This design comes from an exercise in tuning for small area and a short achievable clock period on the open sky130 flow, not from production work.
The RTL was checked by simulation tests, not by an equivalence proof against the original design.
No driver is modelled on the clock port, so clocking that relies on it looks cheaper here than on a real chip.

## before
## fifo
module fifo(
  input clk,
  input rst,
  input [7:0] buf_in,
  input wr_en,
  input rd_en,
  output reg [7:0] buf_out,
  output buf_empty,
  output reg buf_full,
  output [7:0] fifo_counter
);
Settings: LEC_CHECK=0, CAP_MARGIN=20, CORE_MARGIN=2, CORE_UTILIZATION=60, CTS_CLUSTER_DIAMETER=80, CTS_CLUSTER_SIZE=30, SETUP_SLACK_MARGIN=2.3, SLEW_MARGIN=20, SYNTH_HIERARCHICAL=1, SYNTH_MINIMUM_KEEP_SIZE=0; clock period 4.0 ns.
standard.sh (not shown) runs the stock make flow with config.mk's settings and CLKGATE_MAP_FILE= SYNTH_SCRIPT=/design/flow/synth_recipe.tcl, a recipe that flattens the netlist after the stock synthesis.
==> flow/flow/run.sh <==
#!/bin/bash
# Standard ORFS layout (the standard.sh) with these changes to how it is made:
#  - ports are buffered with buf_2 cells instead of the slow delay-cell default
#  - CTS clusters 30 sinks within 80 um and inserts no dummy loads
#  - after the timing repair in CTS and in global routing, an area-recovery
#    pass (flow/downsize.tcl) swaps each cell for the smallest drive strength
#    that keeps the worst setup slack
# Each ORFS step writes its full log under orfs/logs; make's output goes to standard.log.
set -euo pipefail
export BUFFER_PORTS_ARGS="-buffer_cell sky130_fd_sc_hd__buf_2"
export CTS_ARGS="-sink_clustering_enable -repair_clock_nets -sink_clustering_size 30 -sink_clustering_max_diameter 80 -dont_use_dummy_load"
export POST_CTS_TCL="$PWD/flow/post_cts.tcl"
export POST_GLOBAL_ROUTE_TCL="$PWD/flow/post_grt.tcl"
bash standard.sh > standard.log 2>&1
==> flow/flow/downsize.tcl <==
# Area recovery: visit every logic cell, largest first, and swap it for the
# smallest cell of the same function (same name stem, other drive strength)
# that keeps the worst setup slack and adds no slew or capacitance
# violation. Clock-tree cells and flip-flops are left alone.
proc dn_area {} {
  set a 0
  foreach i [[ord::get_db_block] getInsts] {
    set n [[$i getMaster] getName]
    if {[string match *tapvpwr* $n] || [string match *fill* $n] || [string match *decap* $n]} continue
    set a [expr {$a + [[$i getMaster] getArea] / 1e6}]
  }
  return $a
}

proc dn_run {{eps 0.001}} {
  set db [ord::get_db]
  set block [ord::get_db_block]
  # group library cells by stem
  set stems [dict create]
  foreach lib [$db getLibs] {
    foreach m [$lib getMasters] {
      set n [$m getName]
      if {[regexp {^(sky130_fd_sc_hd__[a-z0-9]+)_([0-9]+)$} $n -> stem sz]} {
        if {[llength [get_lib_cells -quiet $n]] == 0} continue
        if {[get_property [get_lib_cells $n] dont_use]} continue
        dict lappend stems $stem [list [$m getArea] $n]
      }
    }
  }
  set wns0 [worst_slack -max]
  set slew0 [sta::max_slew_violation_count]
  set cap0 [sta::max_capacitance_violation_count]
  set limit [expr {$wns0 - $eps}]
  set a0 [dn_area]
  set insts {}
  foreach i [$block getInsts] {
    set m [$i getMaster]
    set n [$m getName]
    if {![regexp {^(sky130_fd_sc_hd__[a-z0-9]+)_([0-9]+)$} $n -> stem sz]} continue
    if {[string match sky130_fd_sc_hd__clk* $n] || [string match sky130_fd_sc_hd__df* $n] || [string match sky130_fd_sc_hd__edf* $n]} continue
    if {[string match *tapvpwr* $n] || [string match *fill* $n] || [string match *decap* $n] || [string match *conb* $n]} continue
    if {[$i isDoNotTouch]} continue
    set onclk 0
    foreach it [$i getITerms] {
      set net [$it getNet]
      if {$net != "NULL" && [$net getSigType] == "CLOCK"} { set onclk 1 }
    }
    if {$onclk} continue
    lappend insts [list [$m getArea] [$i getName] $stem $n]
  }
  set changed 0
  foreach rec [lsort -integer -decreasing -index 0 $insts] {
    lassign $rec area name stem cur
    if {![dict exists $stems $stem]} continue
    set cands [lsort -integer -index 0 [dict get $stems $stem]]
    foreach c $cands {
      lassign $c carea cname
      if {$carea >= $area} break
      replace_cell $name $cname
      if {[worst_slack -max] >= $limit && [sta::max_slew_violation_count] <= $slew0 && [sta::max_capacitance_violation_count] <= $cap0} {
        incr changed
        set area -1
        break
      }
      replace_cell $name $cur
    }
  }
  puts "downsize: $changed cells smaller, area [format %.1f $a0] -> [format %.1f [dn_area]], wns [format %.4f $wns0] -> [format %.4f [worst_slack -max]]"
}
==> flow/flow/post_cts.tcl <==
# Sourced by ORFS's cts.tcl after its timing repair: recover the area of
# cells the repair made larger than the worst slack needs.
source [file join [file dirname [info script]] downsize.tcl]
dn_run
==> flow/flow/post_grt.tcl <==
# Sourced by ORFS's global_route.tcl after its timing repair: recover area
# as after CTS, reroute the nets of the resized cells, and rewrite the guides.
source [file join [file dirname [info script]] downsize.tcl]
global_route -start_incremental
dn_run
global_route -end_incremental
estimate_parasitics -global_routing
write_guides $::env(RESULTS_DIR)/route.guide
before reached the final stage; the timing, DRC and antenna checks on its layout passed.
### before -> after
diff --git a/flow/flow/run.sh b/flow/flow/run.sh
--- a/flow/flow/run.sh
+++ b/flow/flow/run.sh
@@ -4,5 +4,5 @@
 #  - CTS clusters 30 sinks within 80 um and inserts no dummy loads
-#  - after the timing repair in CTS and in global routing, an area-recovery
-#    pass (flow/downsize.tcl) swaps each cell for the smallest drive strength
-#    that keeps the worst setup slack
+#  - after the timing repair in CTS and in global routing, flow/downsize.tcl
+#    swaps each cell for the smallest drive strength that keeps the worst
+#    setup slack, and repair_design then restores the slew and cap margins
 # Each ORFS step writes its full log under orfs/logs; make's output goes to standard.log.
diff --git a/flow/flow/downsize.tcl b/flow/flow/downsize.tcl
--- a/flow/flow/downsize.tcl
+++ b/flow/flow/downsize.tcl
@@ -14,3 +14,10 @@
 
+# Cell swaps invalidate the wire parasitics of the nets they touch, so
+# every swap is followed by a fresh placement-based estimate.
+proc dn_update {} {
+  estimate_parasitics -placement
+}
+
 proc dn_run {{eps 0.001}} {
+  dn_update
   set db [ord::get_db]
@@ -59,2 +66,3 @@
       replace_cell $name $cname
+      dn_update
       if {[worst_slack -max] >= $limit && [sta::max_slew_violation_count] <= $slew0 && [sta::max_capacitance_violation_count] <= $cap0} {
@@ -65,2 +73,3 @@
       replace_cell $name $cur
+      dn_update
     }
==> flow/flow/post_cts.tcl <==
# Sourced by ORFS's cts.tcl after its timing repair: recover the area of
# cells the repair made larger than the worst slack needs, then repair any
# slew or capacitance limit with ORFS's margins, and legalise.
source [file join [file dirname [info script]] downsize.tcl]
dn_run
repair_design -slew_margin $::env(SLEW_MARGIN) -cap_margin $::env(CAP_MARGIN) -match_cell_footprint
detailed_placement
check_placement -verbose
==> flow/flow/post_grt.tcl <==
# Sourced by ORFS's global_route.tcl after its timing repair: the same area
# recovery as after CTS (on placement-based parasitics), then the nets are
# rerouted and slew and capacitance limits repaired on global-routing
# parasitics, and the route guides rewritten.
source [file join [file dirname [info script]] downsize.tcl]
global_route -start_incremental
dn_run
detailed_placement
global_route -end_incremental
estimate_parasitics -global_routing
global_route -start_incremental
repair_design -slew_margin $::env(SLEW_MARGIN) -cap_margin $::env(CAP_MARGIN) -match_cell_footprint
detailed_placement
global_route -end_incremental
estimate_parasitics -global_routing
check_placement -verbose
puts "post_grt: wns [worst_slack -max] slew violations [sta::max_slew_violation_count] cap violations [sta::max_capacitance_violation_count]"
write_guides $::env(RESULTS_DIR)/route.guide
diff --git a/flow/config.mk b/flow/config.mk
--- a/flow/config.mk
+++ b/flow/config.mk
@@ -12,3 +12,3 @@
 export CTS_CLUSTER_SIZE = 30
-export SETUP_SLACK_MARGIN = 2.3
+export SETUP_SLACK_MARGIN = 2.2
 export SLEW_MARGIN = 20
Delta (after minus before): sequential cell count now sits at about the same level; number of max-capacitance violations reported level; post-synthesis cell area saw little to no change.
Between before and after, final design instance area without fill increased.

## separate check: timing with driven ports
In the flow no input, the clock included, has a driving cell. The finished layouts below were timed again as built, in two steps. Step 1: set_driving_cell puts a clkbuf_16 on clk and a buf_2 on each other input, an assumption about the parent block. Step 2, shift: input delay + t, output delay - t, t = (earliest + latest rising clock arrival at the registers) / 2. This alone moves slack from input paths to output paths. Three values: ideal, step 1, step 2; two values: the first two.
run | t (ns) | setup WS [ns] | worst setup path after step 2 | clock arrival spread, ns | cell pins on the clock port's net
before | 0.603 | 1.487 / 1.487 / 1.293 | input to register | 0.038 / 0.037 | 1
after | 0.611 | 1.907 / 1.907 / 1.389 | input to register | 0.039 / 0.039 | 1
After both steps setup and hold are still met in every run listed. For after, which loses most, drivers alone change the setup slack by 0.000 ns; drivers and shift together by -0.518 ns.
